From an optimization exercise on the open Yosys and OpenROAD flow, aimed at small area; shortcuts taken in it are not production practice.
Function was checked by simulation only, so behaviour that the tests miss may differ from the original.

==> willow: inputs <==
Design Cordic, start of the top module:
module Cordic(clk,rst,phase_step,xin,yin,xout,yout);
input clk;
input rst;
input signed [31:0] phase_step;
input signed [15:0] xin,yin;
output signed [21:0] xout,yout;
reg [31:0] phase_acc;
wire [31:0] ap_s;
wire ap_c1;
FA ap_f0 (.a(phase_acc[0]), .b(phase_step[0]), .c(1'b0), .s(ap_s[0]), .co(ap_c1));
wire ap_c2;
FA ap_f1 (.a(phase_acc[1]), .b(phase_step[1]), .c(ap_c1), .s(ap_s[1]), .co(ap_c2));
wire ap_c3;
FA ap_f2 (.a(phase_acc[2]), .b(phase_step[2]), .c(ap_c2), .s(ap_s[2]), .co(ap_c3));
wire ap_c4;
FA ap_f3 (.a(phase_acc[3]), .b(phase_step[3]), .c(ap_c3), .s(ap_s[3]), .co(ap_c4));
wire ap_c5;
FA ap_f4 (.a(phase_acc[4]), .b(phase_step[4]), .c(ap_c4), .s(ap_s[4]), .co(ap_c5));
wire ap_z5;
wire ap_k6;
HA ap_h5 (.a(phase_acc[5]), .b(phase_step[5]), .s(ap_z5), .co(ap_k6));
wire ap_u6;
HA ap_hi5 (.a(ap_z5), .b(ap_c5), .s(ap_s[5]), .co(ap_u6));
wire ap_z6;
wire ap_k7;
FA ap_f6 (.a(phase_acc[6]), .b(phase_step[6]), .c(ap_k6), .s(ap_z6), .co(ap_k7));
wire ap_T6 = ap_z5;
wire ap_u7;
HA ap_hi6 (.a(ap_z6), .b(ap_u6), .s(ap_s[6]), .co(ap_u7));
wire ap_z7;
wire ap_k8;
FA ap_f7 (.a(phase_acc[7]), .b(phase_step[7]), .c(ap_k7), .s(ap_z7), .co(ap_k8));
wire ap_T7 = ap_T6 & ap_z6;
XO ap_x7 (.a(ap_z7), .b(ap_u7), .y(ap_s[7]));
wire ap_z8;
wire ap_k9;
FA ap_f8 (.a(phase_acc[8]), .b(phase_step[8]), .c(ap_k8), .s(ap_z8), .co(ap_k9));
wire ap_T8 = ap_T7 & ap_z7;
wire ap_u8 = ap_c5 & ap_T8;
wire ap_u9;
HA ap_hi8 (.a(ap_z8), .b(ap_u8), .s(ap_s[8]), .co(ap_u9));
wire ap_z9;
wire ap_k10;
FA ap_f9 (.a(phase_acc[9]), .b(phase_step[9]), .c(ap_k9), .s(ap_z9), .co(ap_k10));
wire ap_T9 = ap_T8 & ap_z8;
wire ap_u10;
HA ap_hi9 (.a(ap_z9), .b(ap_u9), .s(ap_s[9]), .co(ap_u10));
wire ap_z10;
wire ap_k11;
FA ap_f10 (.a(phase_acc[10]), .b(phase_step[10]), .c(ap_k10), .s(ap_z10), .co(ap_k11));
  ...
clock: 5.0 ns
lec_check: 0
cap_margin: 20
core_margin: 2
core_utilization: 70
cts_cluster_diameter: 80
cts_cluster_size: 25
slew_margin: 20
synth_hierarchical: 1
synth_minimum_keep_size: 0
standard.sh (not shown) runs the stock make flow with config.mk's settings and CLKGATE_MAP_FILE= SYNTH_SCRIPT=/design/flow/synth_recipe.tcl, a recipe that flattens the netlist after the stock synthesis.
==> flow/flow/run.sh <==
#!/bin/bash
# The standard layout (the standard.sh, standard synthesis) with two changes to how
# cells are sized: the synthesis buffers are removed at floorplan instead of running the
# floorplan-stage timing repair on the unplaced netlist, and after global routing cells on
# paths with positive slack are downsized again (RECOVER_POWER). ORFS writes each step's
# full log under orfs/logs; make's own output goes to flow_make.log here.
set -euo pipefail
bash standard.sh REMOVE_ABC_BUFFERS=1 RECOVER_POWER=100 finish > flow_make.log 2>&1
==> garnet (differences from willow) <==
CTS_CLUSTER_DIAMETER = 90   (was 80)
CTS_CLUSTER_SIZE = 30   (was 25)
==> quartz (differences from willow) <==
==> flow/run.sh (new file) <==
#!/bin/bash
# synth_recipe.tcl (not shown) runs the flow's synth.tcl, then flattens the netlist and writes it again
# the make line also repeats each setting of config.mk as NAME=value (left out here)
make -C /OpenROAD-flow-scripts/flow DESIGN_CONFIG=/design/flow/config.mk WORK_HOME=/design/flow/orfs CLKGATE_MAP_FILE= SYNTH_SCRIPT=/design/flow/synth_recipe.tcl finish
CORE_UTILIZATION = 80   (was 70)
removed: flow/flow/run.sh
removed: flow/standard.sh
==> nickel (differences from willow) <==
==> flow/flow/run.sh (replaced) <==
#!/bin/bash
# The standard layout (the standard.sh, standard synthesis) with one change to how cells
# are sized: the synthesis buffers are removed at floorplan instead of running the
# floorplan-stage timing repair on the unplaced netlist. ORFS writes each step's full log
# under orfs/logs; make's own output goes to flow_make.log here.
set -euo pipefail
bash standard.sh REMOVE_ABC_BUFFERS=1 finish > flow_make.log 2>&1
CTS_CLUSTER_DIAMETER = 90   (was 80)
CTS_CLUSTER_SIZE = 30   (was 25)
==> out/qor.csv <==
metric,value,unit
run status,timing/DRC/antenna clean,
Layout Utilization,87.35,%
met2 wire length,78.79,mm
postcts setup bufs,5,
worst setup path end,ZL8[22],
met1 usage,37.05,%
antenna violations before repair,7,
Final Non-Filler Cells,7108,
"Req. time, crit path",5.53,ns
hold path start,ZL9[1],
critical path arrival,5.43,ns
That was quartz.
==> out/qor.csv <==
metric,value,unit
run status,"complete, but fails checks",
SO Viols,"max-capacitance violations, max-slew violations",
Max Slew Vio Count,52,
CP max stage delay,0.39,ns
"Req. time, crit path",5.59,ns
Final Non-Filler Cells,7247,
Max-cap violations,1,
met2 wire length,59.59,mm
antenna violations before repair,13,
Layout Utilization,75.79,%
worst setup path end,ZL1[29],
final hold violations,0,
hold path start,ZL11[0],
That was garnet.
==> out/qor.csv <==
metric,value,unit
postcts setup bufs,0,
Layout Utilization,75.88,%
antenna violations before repair,13,
met2 wire length,59.49,mm
run status,timing/DRC/antenna clean,
met1 usage,35.85,%
Final Non-Filler Cells,7247,
That was nickel.
==> out/qor.csv <==
metric,value,unit
run status,timing/DRC/antenna clean,
critical path arrival,5.39,ns
antenna violations before repair,14,
met2 wire length,60.04,mm
met1 usage,36.07,%
Layout Utilization,76.13,%
"Req. time, crit path",5.52,ns
worst setup path end,ZL2[28],
That was willow.

-- afterwards: timing with drivers on the ports --
In the flow no input, the clock included, has a driving cell. The finished layouts below were timed again as built, in two steps. Step 1 sets driving cells, clkbuf_16 on the clock port and buf_2 on the other inputs (assumed; they add their load-dependent delay and slew). Step 2 also shifts input and output timing later by t, the mid clock arrival at the registers, as if the neighbouring blocks saw the same clock. a / b / c = ideal ports / drivers / drivers and shift; a / b = the first two.
| run | t, ns | setup WS [ns] | clock arrival spread, ns | worst register clock-pin slew, ns | worst data-port slew with drivers (ns) |
|---|---|---|---|---|---|
| willow | 0.716 | 0.128 / 0.128 / -0.472 | 0.023 / 0.024 | 0.10 / 0.10 | 0.12 |
| garnet | 0.760 | 0.137 / 0.137 / -0.563 | 0.025 / 0.025 | 0.11 / 0.11 | 0.10 |
| quartz | 0.707 | 0.094 / 0.094 / -0.479 | 0.037 / 0.038 | 0.11 / 0.11 | 0.10 |
| nickel | 0.758 | 0.132 / 0.132 / -0.554 | 0.024 / 0.024 | 0.11 / 0.11 | 0.10 |
For garnet, which loses most, drivers alone change the setup slack by 0.000 ns; drivers and shift together by -0.700 ns.
